Context: an optimization exercise on an open-source flow, tuned for small area and a short achievable clock period. The choices shown serve that exercise and are no tape-out recipe.
The RTL was checked by simulation tests, not by an equivalence proof against the original design.
Power is estimated from default activity; no workload was simulated.

`design/flow/design.v`:
```
module pipeline_processor(
    input clk,
    input reset,
    input [31:0] instr,
    output [31:0] result
);
    reg [31:0] reg_file [0:31];
    reg [31:0] IF_instr, ID_instr, EX_instr, WB_instr;
    reg [31:0] IF_PC, ID_PC, EX_PC, WB_PC;
    reg [31:0] ALU_result, WB_data;
    always @(posedge clk or posedge reset) begin
        if (reset) begin
            IF_PC <= 0;
            IF_instr <= 32'b0;
        end else begin
            IF_instr <= instr;
            IF_PC <= IF_PC + 1;
        end
    end
    always @(posedge clk or posedge reset) begin
        if (reset) begin
            ID_instr <= 32'b0;
            ID_PC <= 0;
        end else begin
            ID_instr <= IF_instr;
            ID_PC <= IF_PC;
        end
    end
    always @(posedge clk or posedge reset) begin
        if (reset) begin
            EX_instr <= 32'b0;
            EX_PC <= 0;
            ALU_result <= 0;
        end else begin
            EX_instr <= ID_instr;
            EX_PC <= ID_PC;
            case (EX_instr[31:26])  
                6'b000000:  
                    case (EX_instr[5:0])
                        6'b100000: ALU_result <= reg_file[EX_instr[25:21]] + reg_file[EX_instr[20:16]];  
                        6'b100010: ALU_result <= reg_file[EX_instr[25:21]] - reg_file[EX_instr[20:16]];  
                        default: ALU_result <= 0;
                    endcase
                6'b100011:  
                    ALU_result <= reg_file[EX_instr[25:21]] + EX_instr[15:0];  
                default: ALU_result <= 0;
            endcase
        end
    end
    always @(posedge clk or posedge reset) begin
        if (reset) begin
            WB_instr <= 32'b0;
            WB_PC <= 0;
            WB_data <= 0;
        end else begin
            WB_instr <= EX_instr;
            WB_PC <= EX_PC;
            case (WB_instr[31:26])
                6'b000000: reg_file[WB_instr[15:11]] <= ALU_result;  
                6'b100011: reg_file[WB_instr[20:16]] <= ALU_result;  
                default: ;
            endcase
            WB_data <= ALU_result;
        end
    end
    assign result = WB_data;
endmodule
```
`design/flow/run.sh`:
```
#!/bin/bash
# synth_recipe.tcl (not shown) runs the flow's synth.tcl, then flattens the netlist and writes it again
# the make line also repeats each setting of config.mk as NAME=value (left out here)
make -C /OpenROAD-flow-scripts/flow DESIGN_CONFIG=/design/flow/config.mk WORK_HOME=/design/flow/orfs CLKGATE_MAP_FILE= SYNTH_SCRIPT=/design/flow/synth_recipe.tcl finish
```
`design/flow/config.mk`:
```
export PLATFORM = sky130hd
export DESIGN_NAME = pipeline_processor
export DESIGN_NICKNAME = pipeline_processor
export VERILOG_FILES = /design/flow/design.v
export SDC_FILE = /design/flow/constraint.sdc
export NUM_CORES = 4
export LEC_CHECK = 0
export CAP_MARGIN = 20
export CORE_MARGIN = 2
export CORE_UTILIZATION = 40
export SLEW_MARGIN = 20
```
`design/flow/constraint.sdc`:
```
create_clock -name core_clock -period 8.0 [get_ports {clk}]
set_input_delay 1.6000 -clock core_clock [delete_from_list [all_inputs] [get_ports {clk}]]
set_output_delay 1.6000 -clock core_clock [all_outputs]
set_load 0.01 [all_outputs]
```
==> key figures, run 1 <==
Run status
  – Outcome: complete, no violations

Yosys
  – Mean cell area of the mapped netlist: 12.9 sq um
  – Multiplexer fraction of the synthesized cell area: 0.00273
  – Post-Syn Area: 0.0540 sq mm
  – Cell variety after synth: 81
  – Synth Flop Type: edfxtp_1
  – Synthesis Warnings: 2
  – Fraction of the mapped netlist area in simple logic gates: 0.148
  – Synth async-reset ratio: 0.147
  – Number of enable-type register cells in the synthesized netlist: 1,024
  – Number of register bits inferred by synthesis: 1,200
  – Synthesized-area fraction occupied by ao, oa, aoi and oai cells: 0.149
  – Synthesized net count: 4,285
  – Post-synthesis xor/xnor area fraction: 0.0131
  – Dominant combinational cell family by area after synthesis: compound AO/OA/AOI/OAI gates
  – Post-synthesis share of cell area spent on full adders, half adders and majority gates: 0.0119
  – Sequential cell area fraction in the yosys report: 0.651
  – Post-Syn Instances: 4,201

Timing
  – Number of endpoints failing setup at the final stage: 0
  – Relative slew slack: 0.0881
  – Final hold vios: 0
  – Summed negative setup slack over all endpoints: 0 ps
  – Max frequency: 0.136 GHz
  – Setup repair after global routing missed its margin: no
  – Least-Margin Pin Slew: 1360 ps
  – Final worst path period share: 0.922
  – Min Clock Period, post-route: 7380 ps
  – Layout Skew: 36.8 ps
  – Least setup slack across all paths after layout: 621 ps
  – Max-slew violation count: 0
  – Post-Route Hold Slack: 343 ps

Floorplanning
  – Area inside the core boundary: 0.134 sq mm
  – Die boundary height: 371 um
  – Die Footprint: 0.138 sq mm
  – Chip width: 371 um
  – Effective utilization at floorplan: 0.404
  – Top-level port count: 66
  – Total number of placement rows: 134

Critical path
  – Crit-path leading delay family: simple AND/OR/NAND/NOR gates
  – Reg2reg setup slack: 620 ps
  – CP Max Fanout: 19
  – Required time at the endpoint of the critical path: 8630 ps
  – WS Path Type: reg -> reg
  – Launching point of the worst reg2reg path: EX_instr[20]
  – Destination of the worst register-to-register timing path: ALU_result[30]
  – Number of buffer and inverter instances along the worst setup path: 1
  – Kind of end point of the critical path: register
  – Slowest CP cell: nor2_2
  – Stage delay of the slowest cell on the critical path: 1120 ps
  – CP startpoint kind: register
  – Crit path arrival time: 8010 ps
  – Cells along the critical path: nand2b_1 > nor2_2 > a22oi_1 > and4_1 > a41oi_1 > inv_1 > ha_1 > nor3b_1 > nand2_1 > o31ai_1 > xor2_1 > ha_1 > nand2_1 > o21ai_0 > a31oi_1 > o31ai_1 > a211o_1 > a41o_1 > nand3_1 > and4_1 > nor3_1 > o22ai_1
  – FF-to-FF path depth: 22

Final layout
  – Most common cell after layout, fill and taps aside: edfxtp_1
  – Number of nets in the final layout: 4,417
  – Relative area change from synthesis to final layout: 15.4%
  – Fill cell instance count of the final layout: 11.9k
  – Fraction of layout instances using a drive strength above 1: 0.135
  – Post-layout instance area: 0.0624 sq mm
  – Post-layout util: 0.466
  – Storage cell area: 0.0352 sq mm
  – Total area of multi-input combinational cells: 0.0181 sq mm
  – Commonest cells after routing, fill and taps aside: 1,024 x edfxtp_1, 489 x a22oi_1, 374 x and3_1

Clock tree
  – Register clock-pin slew on the reported worst setup and hold paths: 60 ps
  – Setup Fix Bufs, Post-CTS: 0
  – Clock Tree Root: clkbuf_16
  – H-tree depth: 4
  – TritonCTS clock tree: yes
  – Number of buffers inserted by hold repair at cts: 0
  – Num CTS Buffers: 131
  – Post-CTS sizing: 0
  – Clk latency of the worst-skew pair: 820 ps
  – Worst-case clock buffer depth: 3
  – Total number of clock tree sinks: 1,200

Detailed routing
  – Starting DRC count in detailed routing: 12.4k
  – Routed Wire Length: 279 mm
  – Final ANT Viol Nets: 0
  – DR DRC count: 0
  – Number of optimization iterations in the first detailed-route pass: 9
  – Post-detailed-route wirelength per cell: 44.8 um
  – Routed vias: 47.6k
  – Drt via density: 7.64

Global route
  – Global-route wire length before repair: 370 mm
  – Vias in the first global route: 43.6k
  – Maximum number of pins on one net before global-route repair: 76
  – Number of antenna violations at the first check in global routing: 19
  – GRT Residual Overflow: 0
  – Aggregate global-route resource usage: 0.396

Placed design
  – Number of buffers added on ports: 65
  – Detailed Place HPWL: 164 mm
  – Place WS: 875 ps
  – Placed instance area: 0.0580 sq mm
  – Placer Congestion: 1.03

Pwr
  – IR Drop Worst-Case VDD: 161 uV
  – Pleak: 21.6 nW
  – Cell Pwr Density: 238 mW/mm^2

Hold path
  – Worst hold endpoint: EX_instr[9]
  – Tightest Hold Check Type: reg -> reg
  – Hold path cells: 0
  – Worst hold start: ID_instr[9]

Job
  – Number of violations of the max-capacitance limit: 0
==> worst max-delay path by stage <==
stage                 startpoint  depth (start not counted)  slack, ps         endpoint
global route        EX_instr[20]                         22        360   ALU_result[30]
finish              EX_instr[20]                         22        620   ALU_result[30]
CTS                 EX_instr[18]                         23        840   ALU_result[30]
global placement    EX_instr[19]                         23        950   ALU_result[30]
floorplan                  reset                          4       1240  reg_file[10][0]
detailed placement  EX_instr[18]                         23        870   ALU_result[30]
==> synthesized netlist by cell type (all sizes together), types with 10 or more instances <==
| cell type | n | area (sq um) |
|---|---|---|
| o22ai | 27 | 169 |
| a21o | 20 | 150 |
| a31oi | 23 | 144 |
| nor2 | 165 | 619 |
| buf | 63 | 348 |
| and3b | 12 | 105 |
| o31ai | 11 | 87.6 |
| or3b | 11 | 96.3 |
| a2111o | 22 | 248 |
| a21oi | 139 | 696 |
| o32a | 14 | 153 |
| nand4 | 123 | 769 |
| nor3 | 79 | 400 |
| a221oi | 38 | 333 |
| ha | 48 | 601 |
| nor2b | 27 | 169 |
| nor3b | 18 | 135 |
| edfxtp | 1024 | 30700 |
| xor2 | 45 | 394 |
| nand2b | 14 | 87.6 |
| and4 | 33 | 289 |
| a22o | 34 | 298 |
| clkbuf | 242 | 908 |
| nor4 | 49 | 334 |
| a22oi | 489 | 3670 |
| dfrtp | 176 | 4400 |
| nand2 | 208 | 781 |
| o21ai | 47 | 235 |
| a41oi | 10 | 87.6 |
| and3 | 375 | 2350 |
| nand3b | 19 | 146 |
| xnor2 | 36 | 315 |
| and2 | 11 | 71.3 |
| o21a | 11 | 82.6 |
| or3 | 17 | 106 |
| inv | 27 | 101 |
| nand3 | 268 | 1340 |
| a2111oi | 100 | 888 |
==> report_power, final <==
| group | total, W | internal (W) | switching, W |
|---|---|---|---|
| clock | 0.00610 | 0.00343 | 0.00266 |
| combinational | 0.00182 | 0.000577 | 0.00125 |
| sequential | 0.00689 | 0.00681 | 0.0000798 |
==> sequential cells by signal, summed over array words and instances, names as in the netlist <==
signal,cells
reg_file,1024
ALU_result,32
EX_instr,32
ID_instr,32
IF_instr,32
WB_data,32
WB_instr,16
==> cells by family (layout without fill, tap and decap cells) <==
| family | after synthesis | in the layout |
|---|---|---|
| multiplexers | 14 | 14 |
| other | 0 | 25 |
| XOR/XNOR | 81 | 81 |
| flip-flops | 1200 | 1200 |
| adder cells (fa/ha/maj) | 50 | 50 |
| AO/OA/AOI/OAI | 1072 | 1072 |
| buffers and inverters | 332 | 572 |
| AND/OR/NAND/NOR | 1452 | 1452 |
==> per-stage QoR <==
stage	total power [W]	cells
floorplan	0.00800	4201
global placement	0.00872	5966
detailed placement	0.00872	5967
CTS	0.0147	6208
global route	0.0151	6209
finish	0.0148	6234
==> cell type report <==
class	instances	share of cell area
multi-input combinational	2669	0.290
sequential	1200	0.564
tap	1768	0.0355
clock inverter	67	0.00945
clock buffer	174	0.0581
inverter	27	0.00169
timing repair buffer	304	0.0399
antenna	25	0.00100
==> per-layer routing <==
layer | vias to the layer above | GRT usage | wire, um
li1 | 17300 | - | -
met1 | 23000 | 0.502 | 93700
met2 | 5759 | 0.539 | 109000
met3 | 1511 | 0.175 | 50700
met4 | 22 | 0.271 | 25200
met5 | - | 0 | 142
==> inputs of run 2 (changes only) <==
==> design/flow/design.v (replaced) <==
module pipeline_processor(
    input clk,
    input reset,
    input [31:0] instr,
    output [31:0] result
);
    reg [31:0] reg_file [0:31];
    reg [31:0] s0_instr;
    reg        s0_valid;
    always @(posedge clk)
        s0_instr <= instr;
    always @(posedge clk or posedge reset)
        if (reset) s0_valid <= 1'b0;
        else       s0_valid <= 1'b1;
    wire [5:0] op    = s0_instr[31:26];
    wire [5:0] funct = s0_instr[5:0];
    wire is_r    = (op == 6'h00);
    wire is_load = (op == 6'h23);
    wire is_add  = is_r & (funct == 6'h20);
    wire is_sub  = is_r & (funct == 6'h22);
    reg [4:0]  s1_rs, s1_rt, s2_rs, s2_rt;
    reg [15:0] s1_imm, s2_imm;
    reg        s1_use_a, s1_use_b, s1_load, s1_sub, s1_wen;
    reg [4:0]  s1_wd;
    reg        s2_use_a, s2_use_b, s2_load, s2_sub, s2_wen;
    reg [4:0]  s2_wd;
    always @(posedge clk) begin
        s1_rs  <= s0_instr[25:21];
        s1_rt  <= s0_instr[20:16];
        s1_imm <= s0_instr[15:0];
        s2_rs  <= s1_rs;
        s2_rt  <= s1_rt;
        s2_imm <= s1_imm;
    end
    always @(posedge clk or posedge reset) begin
        if (reset) begin
            s1_use_a <= 1'b0; s1_use_b <= 1'b0; s1_load <= 1'b0; s1_sub <= 1'b0;
            s1_wen <= 1'b1; s1_wd <= 5'd0;
            s2_use_a <= 1'b0; s2_use_b <= 1'b0; s2_load <= 1'b0; s2_sub <= 1'b0;
            s2_wen <= 1'b1; s2_wd <= 5'd0;
        end else begin
            s1_use_a <= s0_valid & (is_add | is_sub | is_load);
            s1_use_b <= s0_valid & (is_add | is_sub);
            s1_load  <= s0_valid & is_load;
            s1_sub   <= s0_valid & is_sub;
            s1_wen   <= ~s0_valid | is_r | is_load;
            s1_wd    <= ~s0_valid ? 5'd0 : is_r ? s0_instr[15:11] : s0_instr[20:16];
            s2_use_a <= s1_use_a; s2_use_b <= s1_use_b; s2_load <= s1_load;
            s2_sub <= s1_sub; s2_wen <= s1_wen; s2_wd <= s1_wd;
        end
    end
    wire [31:0] sel_a = {31'd0, s2_use_a} << s2_rs;
    wire [31:0] sel_b = {31'd0, s2_use_b} << s2_rt;
    reg  [31:0] rd_a, rd_b;
    integer k;
    always @* begin
        rd_a = 32'd0;
        rd_b = {16'd0, s2_imm & {16{s2_load}}};
        for (k = 0; k < 32; k = k + 1) begin
            rd_a = rd_a | (reg_file[k] & {32{sel_a[k]}});
            rd_b = rd_b | (reg_file[k] & {32{sel_b[k]}});
        end
    end
    reg [31:0] s3_a, s3_b;
    reg        s3_sub, s3_wen;
    reg [4:0]  s3_wd;
    always @(posedge clk or posedge reset) begin
        if (reset) begin
            s3_a <= 32'd0; s3_b <= 32'd0; s3_sub <= 1'b0;
            s3_wen <= 1'b1; s3_wd <= 5'd0;
        end else begin
            s3_a <= rd_a; s3_b <= rd_b; s3_sub <= s2_sub;
            s3_wen <= s2_wen; s3_wd <= s2_wd;
        end
    end
    wire [31:0] sum = s3_a + (s3_b ^ {32{s3_sub}}) + {31'd0, s3_sub};
    reg [31:0] res;
    always @(posedge clk or posedge reset)
        if (reset) res <= 32'd0;
        else       res <= sum;
    always @(posedge clk)
        if (s3_wen) reg_file[s3_wd] <= sum;
    assign result = res;
endmodule
==> key figures, run 2 <==
Timing
  – Summed negative setup slack over all endpoints: 0 ps
  – Layout Skew: 35.2 ps
  – Number of endpoints failing setup at the final stage: 0
  – Setup repair after global routing missed its margin: no
  – Min Clock Period, post-route: 5030 ps
  – Post-Route Hold Slack: 325 ps
  – Least-Margin Pin Slew: 1270 ps
  – Max-slew violation count: 0
  – Relative slew slack: 0.153
  – Final worst path period share: 0.629
  – Max frequency: 0.199 GHz
  – Final hold vios: 0

Placed design
  – Detailed Place HPWL: 105 mm
  – Placed Instances: 4,794
  – Placed instance area: 0.0527 sq mm
  – Placer Congestion: 0.914
  – Number of buffers added on ports: 65

Yosys
  – Mean cell area of the mapped netlist: 15.4 sq um
  – Library cell with the largest summed area after synthesis: edfxtp_1
  – Synthesized net count: 3,245
  – Number of enable-type register cells in the synthesized netlist: 1,024
  – Synthesis Warnings: 1
  – Post-Syn Instances: 3,180
  – Post-Syn Area: 0.0489 sq mm
  – Synth Flop Type: edfxtp_1
  – Top cell types by occurrence after synthesis: 1,024 x edfxtp_1, 633 x a22oi_1, 180 x a221oi_1, 175 x a22o_1, 173 x clkbuf_1
  – Sequential cell area fraction in the yosys report: 0.727
  – Synth async-reset ratio: 0.101
  – Cell types with the largest area share after synthesis: edfxtp_1 63%, a22oi_1 9.7%, dfrtp_1 6.2%
  – Fraction of synthesized cell area taken by the top area cell type: 0.629
  – Cell variety after synth: 57
  – Number of register bits inferred by synthesis: 1,232
  – Most frequent cell after synthesis: edfxtp_1

Clock tree
  – Register clock-pin slew on the reported worst setup and hold paths: 60 ps
  – Setup Fix Bufs, Post-CTS: 0
  – TritonCTS clock tree: yes
  – Clock Tree Root: clkbuf_16
  – Worst-case clock buffer depth: 3
  – Num CTS Buffers: 130
  – Total number of clock tree sinks: 1,232
  – Post-CTS sizing: 0
  – Clk latency of the worst-skew pair: 770 ps
  – H-tree depth: 4
  – Number of buffers inserted by hold repair at cts: 0

Global route
  – Aggregate global-route resource usage: 0.350
  – GRT Residual Overflow: 0
  – Vias in the first global route: 36.1k
  – Number of antenna violations at the first check in global routing: 11
  – Global-route wire length before repair: 299 mm
  – Maximum number of pins on one net before global-route repair: 67

Final layout
  – Relative area change from synthesis to final layout: 17.4%
  – Finished Layout Cells: 5,045
  – Number of nets in the final layout: 3,366
  – Storage cell area: 0.0355 sq mm
  – Total area of multi-input combinational cells: 0.0135 sq mm
  – Commonest cells after routing, fill and taps aside: 1,024 x edfxtp_1, 633 x a22oi_1, 180 x a221oi_1
  – Flip-flop count of the largest register, all copies and words added: 1,024
  – Post-layout instance area: 0.0574 sq mm
  – Fill cell instance count of the final layout: 10.3k
  – Fraction of layout instances using a drive strength above 1: 0.143
  – Most common cell after layout, fill and taps aside: edfxtp_1

Floorplanning
  – Area inside the core boundary: 0.122 sq mm
  – Total number of placement rows: 128
  – Chip width: 353 um
  – Effective utilization at floorplan: 0.402
  – Die boundary height: 353 um
  – Top-level port count: 66
  – Die Footprint: 0.125 sq mm

Critical path
  – Kind of end point of the critical path: register
  – Launching point of the worst reg2reg path: s3_sub
  – CP Max Fanout: 33
  – CP startpoint kind: register
  – Crit path arrival time: 5470 ps
  – WS Path Type: reg -> reg
  – Required time at the endpoint of the critical path: 8440 ps
  – Critical path origin: s3_sub
  – Reg2reg setup slack: 2970 ps

Detailed routing
  – Final ANT Viol Nets: 0
  – Starting DRC count in detailed routing: 10.5k
  – Post-detailed-route wirelength per cell: 44.6 um
  – Routed vias: 38.7k
  – Routed Wire Length: 225 mm
  – Drt via density: 7.68
  – DR DRC count: 0
  – Number of optimization iterations in the first detailed-route pass: 14

Pwr
  – IR Drop Worst-Case VDD: 166 uV
  – Pleak: 20.8 nW
  – Cell Pwr Density: 237 mW/mm^2

Hold path
  – Tightest Hold Check Type: reg -> reg
  – Worst hold start: s0_instr[24]

Job
  – Number of violations of the max-capacitance limit: 0

Run status
  – Outcome: complete, no violations
[run 2: cell types whose count changed in the layout (fill, tap and decap cells not counted), sizes merged, moves of 41 or more]
cell,previous run,this run
nor4,49,8
dfxtp,0,84
buf,239,131
a21oi,139,26
a22o,34,175
and3,375,4
a22oi,489,633
a2111oi,100,1
nand2,208,52
a221oi,38,180
nor2,165,103
nand3,268,95
dfrtp,176,121
[run 2: kinds of logic (layout without fill, tap and decap cells)]
| logic type | count (synthesis) | after routing | synth area share |
|---|---|---|---|
| adder cells (fa/ha/maj) | 31 | 31 | 0.00809 |
| flip-flops | 1232 | 1232 | 0.727 |
| multiplexers | 7 | 7 | 0.00146 |
| AND/OR/NAND/NOR | 530 | 530 | 0.0569 |
| AO/OA/AOI/OAI | 1100 | 1100 | 0.178 |
| other | 1 | 14 | 0.0000768 |
| buffers and inverters | 216 | 443 | 0.0169 |
| XOR/XNOR | 63 | 63 | 0.0113 |
[run 2: final cells by class]
| class | instances | area share |
|---|---|---|
| well taps | 1625 | 0.0354 |
| repair buffers | 196 | 0.0285 |
| multi-input cells | 1732 | 0.236 |
| inverters | 9 | 0.000720 |
| flip-flops and latches | 1232 | 0.619 |
| diodes | 13 | 0.000567 |
| clock inverters | 67 | 0.0165 |
| clock buffers | 171 | 0.0633 |
[run 2: layer usage]
layer,global-route usage,part of all wire,up-vias
met4,0.206,0.081,16
met1,0.439,0.33,18600
met2,0.476,0.39,5070
li1,-,-,13700
met5,0.00566,0.00085,-
met3,0.185,0.20,1355
[run 2: power by group]
| part | total [W] | switching, W | internal [W] |
|---|---|---|---|
| Combinational | 0.000144 | 0.000113 | 0.0000309 |
| Sequential | 0.00696 | 0.0000323 | 0.00693 |
| Clock | 0.00648 | 0.00261 | 0.00387 |
| Total | 0.0136 | 0.00276 | 0.0108 |
[run 2: worst max-delay path, stage by stage, from the launching register on]
cell and delay (ps):
dfrtp_2 1040, xor2_1 150, ha_1 420, nand2_1 180, or4_1 550, o31ai_1 540
a41o_1 310, a21bo_2 250, a211oi_1 100, o21bai_1 460, xor2_4 660
[run 2: path summary, 6_finish.rpt]
kind / to / cells after the start
min reg2reg: s1_rs[3] / 0
max reg2reg: reg_file[9][30] / 10
max: reg_file[9][30] / 10
max in group asynchronous: s3_sub / 3
min: s1_rs[3] / 0
min in group asynchronous: res[0] / 2
[run 2: metrics by stage]
| stage | total power (W) | worst slack (ps) | utilization |
|---|---|---|---|
| 2_1_floorplan | 0.00713 | 3110 | - |
| 3_3_place_gp | 0.00723 | 2980 | 0.433 |
| 3_5_place_dp | 0.00723 | 2850 | 0.434 |
| 4_1_cts | 0.0136 | 2840 | 0.471 |
| 5_1_grt | 0.0138 | 2870 | 0.472 |
| 6_report | 0.0136 | 2970 | 0.472 |
==> inputs of run 3 (changes only) <==
--- a/design/flow/design.v
+++ b/design/flow/design.v
@@ -69,11 +69,12 @@
             s3_a <= 32'd0; s3_b <= 32'd0; s3_sub <= 1'b0;
             s3_wen <= 1'b1; s3_wd <= 5'd0;
         end else begin
-            s3_a <= rd_a; s3_b <= rd_b; s3_sub <= s2_sub;
+            s3_a <= rd_a; s3_b <= rd_b ^ {32{s2_sub}}; s3_sub <= s2_sub;
             s3_wen <= s2_wen; s3_wd <= s2_wd;
         end
     end
-    wire [31:0] sum = s3_a + (s3_b ^ {32{s3_sub}}) + {31'd0, s3_sub};
+    wire [32:0] sum_x = {s3_a, 1'b1} + {s3_b, s3_sub};
+    wire [31:0] sum = sum_x[32:1];
     reg [31:0] res;
     always @(posedge clk or posedge reset)
         if (reset) res <= 32'd0;
--- a/design/flow/config.mk
+++ b/design/flow/config.mk
@@ -8,4 +8,5 @@
 export CAP_MARGIN = 20
 export CORE_MARGIN = 2
 export CORE_UTILIZATION = 40
+export SETUP_SLACK_MARGIN = 4.5
 export SLEW_MARGIN = 20
==> key figures, run 3 <==
Final layout
  – Post-layout util: 0.472
  – Flip-flop count of the largest register, all copies and words added: 1,024
  – Commonest cells after routing, fill and taps aside: 1,024 x edfxtp_1, 927 x a22oi_1, 192 x nand4_1
  – Most common cell after layout, fill and taps aside: edfxtp_1
  – Number of nets in the final layout: 3,455
  – Relative area change from synthesis to final layout: 16.6%
  – Fraction of layout instances using a drive strength above 1: 0.142

Yosys
  – Post-Syn Area: 0.0494 sq mm
  – Library cell with the largest summed area after synthesis: edfxtp_1
  – Sequential cell area fraction in the yosys report: 0.719
  – Fraction of synthesized cell area taken by the top area cell type: 0.622
  – Synth async-reset ratio: 0.101
  – Synthesized net count: 3,354
  – Mean cell area of the mapped netlist: 15.0 sq um
  – Synthesis Warnings: 1
  – Top cell types by occurrence after synthesis: 1,024 x edfxtp_1, 927 x a22oi_1, 192 x nand4_1, 166 x clkbuf_1, 121 x dfrtp_1
  – Most frequent cell after synthesis: edfxtp_1
  – Cell types with the largest area share after synthesis: edfxtp_1 62%, a22oi_1 14%, dfrtp_1 6.1%
  – Post-Syn Instances: 3,288
  – Number of enable-type register cells in the synthesized netlist: 1,024
  – Cell variety after synth: 76
  – Synth Flop Type: edfxtp_1
  – Number of register bits inferred by synthesis: 1,232

Hold path
  – Hold path cells: 0
  – Tightest Hold Check Type: reg -> reg

Timing
  – Least setup slack across all paths after layout: 4510 ps
  – Min Clock Period, post-route: 3490 ps
  – Summed negative setup slack over all endpoints: 0 ps
  – Max-slew violation count: 0
  – Number of endpoints failing setup at the final stage: 0
  – Layout Skew: 40.4 ps
  – Setup repair after global routing missed its margin: yes
  – Least-Margin Pin Slew: 1240 ps
  – Relative slew slack: 0.174
  – Final worst path period share: 0.436
  – Max frequency: 0.287 GHz
  – Final hold vios: 0

Floorplanning
  – Effective utilization at floorplan: 0.405
  – Die boundary height: 356 um
  – Area inside the core boundary: 0.122 sq mm
  – Die Footprint: 0.126 sq mm
  – Top-level port count: 66
  – Total number of placement rows: 128
  – Chip width: 356 um

Critical path
  – FF-to-FF path depth: 8
  – Crit path arrival time: 4150 ps
  – CP startpoint kind: register
  – Kind of end point of the critical path: register
  – Required time at the endpoint of the critical path: 8660 ps
  – CP Max Fanout: 17
  – WS Path Type: reg -> reg

Global route
  – GRT Residual Overflow: 0
  – Vias in the first global route: 36.8k
  – Global-route wire length before repair: 306 mm
  – Aggregate global-route resource usage: 0.354
  – Maximum number of pins on one net before global-route repair: 125
  – Number of antenna violations at the first check in global routing: 7

Placed design
  – Number of buffers added on ports: 65
  – Place WS: 4040 ps
  – Placer Congestion: 0.903
  – Detailed Place HPWL: 106 mm

Pwr
  – Power after layout: 0.0134 W
  – Cell Pwr Density: 233 mW/mm^2
  – Pleak: 20.7 nW
  – IR Drop Worst-Case VDD: 231 uV

Detailed routing
  – Number of optimization iterations in the first detailed-route pass: 10
  – DR DRC count: 0
  – Post-detailed-route wirelength per cell: 44.9 um
  – Final ANT Viol Nets: 0
  – Routed Wire Length: 230 mm
  – Routed vias: 39.9k
  – Starting DRC count in detailed routing: 10.8k
  – Drt via density: 7.78

Clock tree
  – Clk latency of the worst-skew pair: 770 ps
  – H-tree depth: 4
  – Clock Tree Root: clkbuf_16
  – Num CTS Buffers: 130
  – Total number of clock tree sinks: 1,232
  – Register clock-pin slew on the reported worst setup and hold paths: 60 ps
  – Number of buffers inserted by hold repair at cts: 0
  – TritonCTS clock tree: yes
  – Worst-case clock buffer depth: 3

Run status
  – Outcome: complete, no violations

Job
  – Number of violations of the max-capacitance limit: 0
[run 3: changes by cell type after synthesis, sizes merged, moves of 20 or more]
cell	change
nand4	+36
nor3	-35
buf	+34
a221oi	-138
nor4	+20
xor2	-22
a22oi	+294
or4	+21
a22o	-135
[run 3: critical path, cell delays in order (launching register included)]
cell and delay (ps):
dfxtp_1 700, nand2b_1 340, nor2_4 920, buf_4 580, a22oi_1 200, nand2_1 100, nor4_1 50, nand3_1 280
xor2_1 210
[run 3: final cells by class]
cell class	count	area [sq um]
clock inverter	57	704
inverter	10	41.3
fill	10400	64600
multi-input combinational	1815	13800
sequential	1232	35500
timing repair buffer	200	1740
tap	1625	2030
clock buffer	179	3720
antenna	9	22.5
[run 3: cells by family after synthesis]
kind of cell | synth area share
adder cells (fa/ha/maj) | 0.00825
AO/OA/AOI/OAI | 0.175
multiplexers | 0.000835
XOR/XNOR | 0.00921
buffers and inverters | 0.0206
other | 0.0000759
AND/OR/NAND/NOR | 0.0671
flip-flops | 0.719
[run 3: final timing paths]
path / endpoint / slack, ps / startpoint
hold reg to reg: s2_imm[4] / 310 / s1_imm[4]
setup reg to reg: s3_b[6] / 4510 / s2_rt[4]
min in group asynchronous: s3_b[5] / 1230 / reset
max in group asynchronous: res[20] / 5750 / reset
hold / removal: s2_imm[4] / 310 / s1_imm[4]
setup / recovery: s3_b[6] / 4510 / s2_rt[4]
[run 3: per-stage QoR]
| stage | std cells | hold WS (ps) | cell area, sq um |
|---|---|---|---|
| after floorplan | 3288 | 310 | 49400 |
| after global placement | 4870 | 312 | 52900 |
| after detailed placement | 4872 | 312 | 53000 |
| after CTS | 5108 | 323 | 57400 |
| after global routing | 5118 | 323 | 57600 |
| final | 5127 | 313 | 57600 |
[run 3: metal layers]
metal	GRT usage	part of all wire
met1	0.445	0.33
met2	0.491	0.40
met3	0.155	0.18
met4	0.236	0.092
met5	0.0143	0.0014
[run 3: timing repair]
item	CTS	global route
cloned	0	2
pin swaps	1	2
gates resized for setup	8	7
setup endpoints to repair	294	220
setup buffers	0	5
[run 3: report_power, final]
group | internal, W | switching [W]
registers | 0.00693 | 0.0000349
clock network | 0.00374 | 0.00259
logic | 0.0000333 | 0.000112
==> inputs of run 4 (changes only) <==
--- a/design/flow/config.mk
+++ b/design/flow/config.mk
@@ -7,6 +7,6 @@
 export LEC_CHECK = 0
 export CAP_MARGIN = 20
 export CORE_MARGIN = 2
-export CORE_UTILIZATION = 40
+export CORE_UTILIZATION = 55
 export SETUP_SLACK_MARGIN = 4.5
 export SLEW_MARGIN = 20
==> key figures, run 4 <==
Run status
  – Outcome: complete, no violations

Yosys
  – Number of register bits inferred by synthesis: 1,232
  – Synth Flop Type: edfxtp_1
  – Post-Syn Instances: 3,288
  – Top cell types by occurrence after synthesis: 1,024 x edfxtp_1, 927 x a22oi_1, 192 x nand4_1, 166 x clkbuf_1, 121 x dfrtp_1
  – Synthesis Warnings: 1
  – Synth async-reset ratio: 0.101
  – Fraction of synthesized cell area taken by the top area cell type: 0.622
  – Post-Syn Area: 0.0494 sq mm
  – Sequential cell area fraction in the yosys report: 0.719
  – Cell variety after synth: 76
  – Number of enable-type register cells in the synthesized netlist: 1,024
  – Library cell with the largest summed area after synthesis: edfxtp_1
  – Cell types with the largest area share after synthesis: edfxtp_1 62%, a22oi_1 14%, dfrtp_1 6.1%
  – Most frequent cell after synthesis: edfxtp_1
  – Synthesized net count: 3,354
  – Mean cell area of the mapped netlist: 15.0 sq um

Final layout
  – Post-layout util: 0.644
  – Flip-flop count of the largest register, all copies and words added: 1,024
  – Most common cell after layout, fill and taps aside: edfxtp_1
  – Commonest cells after routing, fill and taps aside: 1,024 x edfxtp_1, 927 x a22oi_1, 192 x nand4_1
  – Number of nets in the final layout: 3,461
  – Relative area change from synthesis to final layout: 15.6%
  – Fraction of layout instances using a drive strength above 1: 0.147
  – Finished Layout Cells: 4,681

Clock tree
  – Num CTS Buffers: 120
  – H-tree depth: 3
  – Clk latency of the worst-skew pair: 730 ps
  – TritonCTS clock tree: yes
  – Total number of clock tree sinks: 1,232
  – Number of buffers inserted by hold repair at cts: 0
  – Clock Tree Root: clkbuf_16
  – Register clock-pin slew on the reported worst setup and hold paths: 70 ps
  – Worst-case clock buffer depth: 3

Timing
  – Least-Margin Pin Slew: 1320 ps
  – Min Clock Period, post-route: 3750 ps
  – Max-slew violation count: 0
  – Setup repair after global routing missed its margin: no
  – Number of endpoints failing setup at the final stage: 0
  – Summed negative setup slack over all endpoints: 0 ps
  – Max frequency: 0.266 GHz
  – Least setup slack across all paths after layout: 4250 ps
  – Layout Skew: 27.3 ps
  – Final worst path period share: 0.469
  – Relative slew slack: 0.119
  – Final hold vios: 0

Detailed routing
  – Routed Wire Length: 237 mm
  – Routed vias: 40.2k
  – Final ANT Viol Nets: 0
  – Highest metal layer with signal wires: met5
  – DR DRC count: 0
  – Met3 WL post-DR: 46.9 mm
  – Number of optimization iterations in the first detailed-route pass: 12
  – Post-Route M1 WL: 76.2 mm
  – Wire length on met2: 91.4 mm
  – Starting DRC count in detailed routing: 10.7k
  – Post-detailed-route wirelength per cell: 50.7 um
  – Drt via density: 8.59

Hold path
  – Tightest Hold Check Type: reg -> reg
  – Hold path cells: 0
  – Worst hold endpoint: s2_rs[0]
  – Worst hold start: s1_rs[0]

Critical path
  – Number of buffer and inverter instances along the worst setup path: 1
  – Launching point of the worst reg2reg path: s2_use_a
  – Critical path origin: s2_use_a
  – Cells along the critical path: nand3_1 > nor2_4 > buf_4 > a22oi_1 > nand4_1 > or4_1
  – Stage delay of the slowest cell on the critical path: 1130 ps
  – Required time at the endpoint of the critical path: 8630 ps
  – Reg2reg setup slack: 4250 ps
  – Slowest CP cell: nor2_4
  – WS Path Type: reg -> reg
  – FF-to-FF path depth: 6
  – Destination of the worst register-to-register timing path: s3_a[18]
  – CP Max Fanout: 20
  – Crit-path leading delay family: simple AND/OR/NAND/NOR gates
  – Crit path arrival time: 4380 ps
  – CP startpoint kind: register
  – Kind of end point of the critical path: register

Global route
  – Global-route wire length before repair: 316 mm
  – Maximum number of pins on one net before global-route repair: 125
  – GRT Residual Overflow: 0
  – Number of antenna violations at the first check in global routing: 14
  – Vias in the first global route: 37.5k
  – Aggregate global-route resource usage: 0.505

Placed design
  – Detailed Place HPWL: 119 mm
  – Number of buffers added on ports: 65
  – Placed Instances: 4,414
  – Placer Congestion: 0.969
  – Place WS: 4120 ps

Pwr
  – Cell Pwr Density: 230 mW/mm^2
  – IR Drop Worst-Case VDD: 196 uV
  – Power after layout: 0.0132 W
  – Pleak: 20.7 nW

Floorplanning
  – Total number of placement rows: 109
  – Die boundary height: 304 um
  – Effective utilization at floorplan: 0.557
  – Area inside the core boundary: 0.0888 sq mm
  – Top-level port count: 66
  – Chip width: 304 um
  – Die Footprint: 0.0923 sq mm

Job
  – Number of violations of the max-capacitance limit: 0
-- run 4: cell counts after synthesis --
No cell type changed its count.
-- run 4: worst max-delay path by stage --
| stage | slack, ps | depth (start not counted) | end |
|---|---|---|---|
| floorplan | 4090 | 8 | reg_file[0][30] |
| global placement | 4210 | 8 | reg_file[16][31] |
| detailed placement | 4120 | 8 | reg_file[5][31] |
| CTS | 4280 | 7 | reg_file[1][30] |
| global route | 4500 | 9 | reg_file[24][13] |
| finish | 4250 | 6 | s3_a[18] |
-- run 4: what timing repair did --
item / CTS / global route
resized for setup: 9 / 8
setup buffers: 4 / 14
pin swaps: 2 / 7
endpoints found under the setup margin: 297 / 268
cloned: 0 / 2
-- run 4: layout make-up --
cell class	instances	area, sq um
antenna	16	40.0
clock buffer	156	3260
clock inverter	71	915
fill	6274	31600
inverter	10	41.3
multi-input combinational	1815	13900
sequential	1232	35500
tap	1165	1460
timing repair buffer	216	1990
-- run 4: logic make-up (layout without fill, tap and decap cells) --
family | after synthesis | in the layout | synth area share
AO/OA/AOI/OAI | 1138 | 1138 | 0.175
XOR/XNOR | 52 | 54 | 0.00921
adder cells (fa/ha/maj) | 32 | 32 | 0.00825
buffers and inverters | 243 | 453 | 0.0206
flip-flops | 1232 | 1232 | 0.719
multiplexers | 4 | 4 | 0.000835
other | 1 | 17 | 0.0000759
AND/OR/NAND/NOR | 586 | 586 | 0.0671
-- run 4: layer usage --
metal  track usage  vias to the layer above
li1              -                    14000
met1         0.636                    19300
met2         0.672                     5201
met3         0.262                     1626
met4         0.339                       29
met5        0.0382                        -
-- run 4: report_power, final --
group / switching, W / internal (W)
combinational: 0.000112 / 0.0000328
sequential: 0.0000360 / 0.00693
clock: 0.00254 / 0.00352
total: 0.00268 / 0.0105
-- run 4: metrics by stage --
| step | area [sq um] | hold slack (ps) |
|---|---|---|
| floorplan | 49400 | 310 |
| global placement | 52300 | 311 |
| detailed placement | 52500 | 312 |
| CTS | 56800 | 323 |
| global route | 57100 | 324 |
| finish | 57100 | 324 |

## afterwards: timing with drivers on the ports
The flow's constraints put no driver on any port. The routed layouts listed below were extracted and timed again, unchanged, in two steps. Step 1 sets driving cells, clkbuf_16 on the clock port and buf_2 on the other inputs (assumed; they add their load-dependent delay and slew). Step 2 adds t to the input delays and takes it off the output delays; t is the mean of the earliest and latest rising clock arrival at the registers after step 1. Input paths then give back, and output paths get back, about the clock's delay inside the block. a / b / c = no drivers / after step 1 / after step 2; a / b = the first two.
run	t (ns)	setup WS [ns]	clock arrival spread, ns	worst register clock-pin slew, ns
run 1	0.872	0.621 / 0.621 / 0.621	0.040 / 0.040	0.07 / 0.07
run 2	0.819	2.970 / 2.970 / 2.970	0.040 / 0.040	0.07 / 0.07
run 3	0.827	4.510 / 4.482 / 4.510	0.045 / 0.045	0.07 / 0.07
run 4	0.795	4.246 / 4.246 / 4.246	0.029 / 0.028	0.07 / 0.07
After both steps every run listed still meets setup and hold.
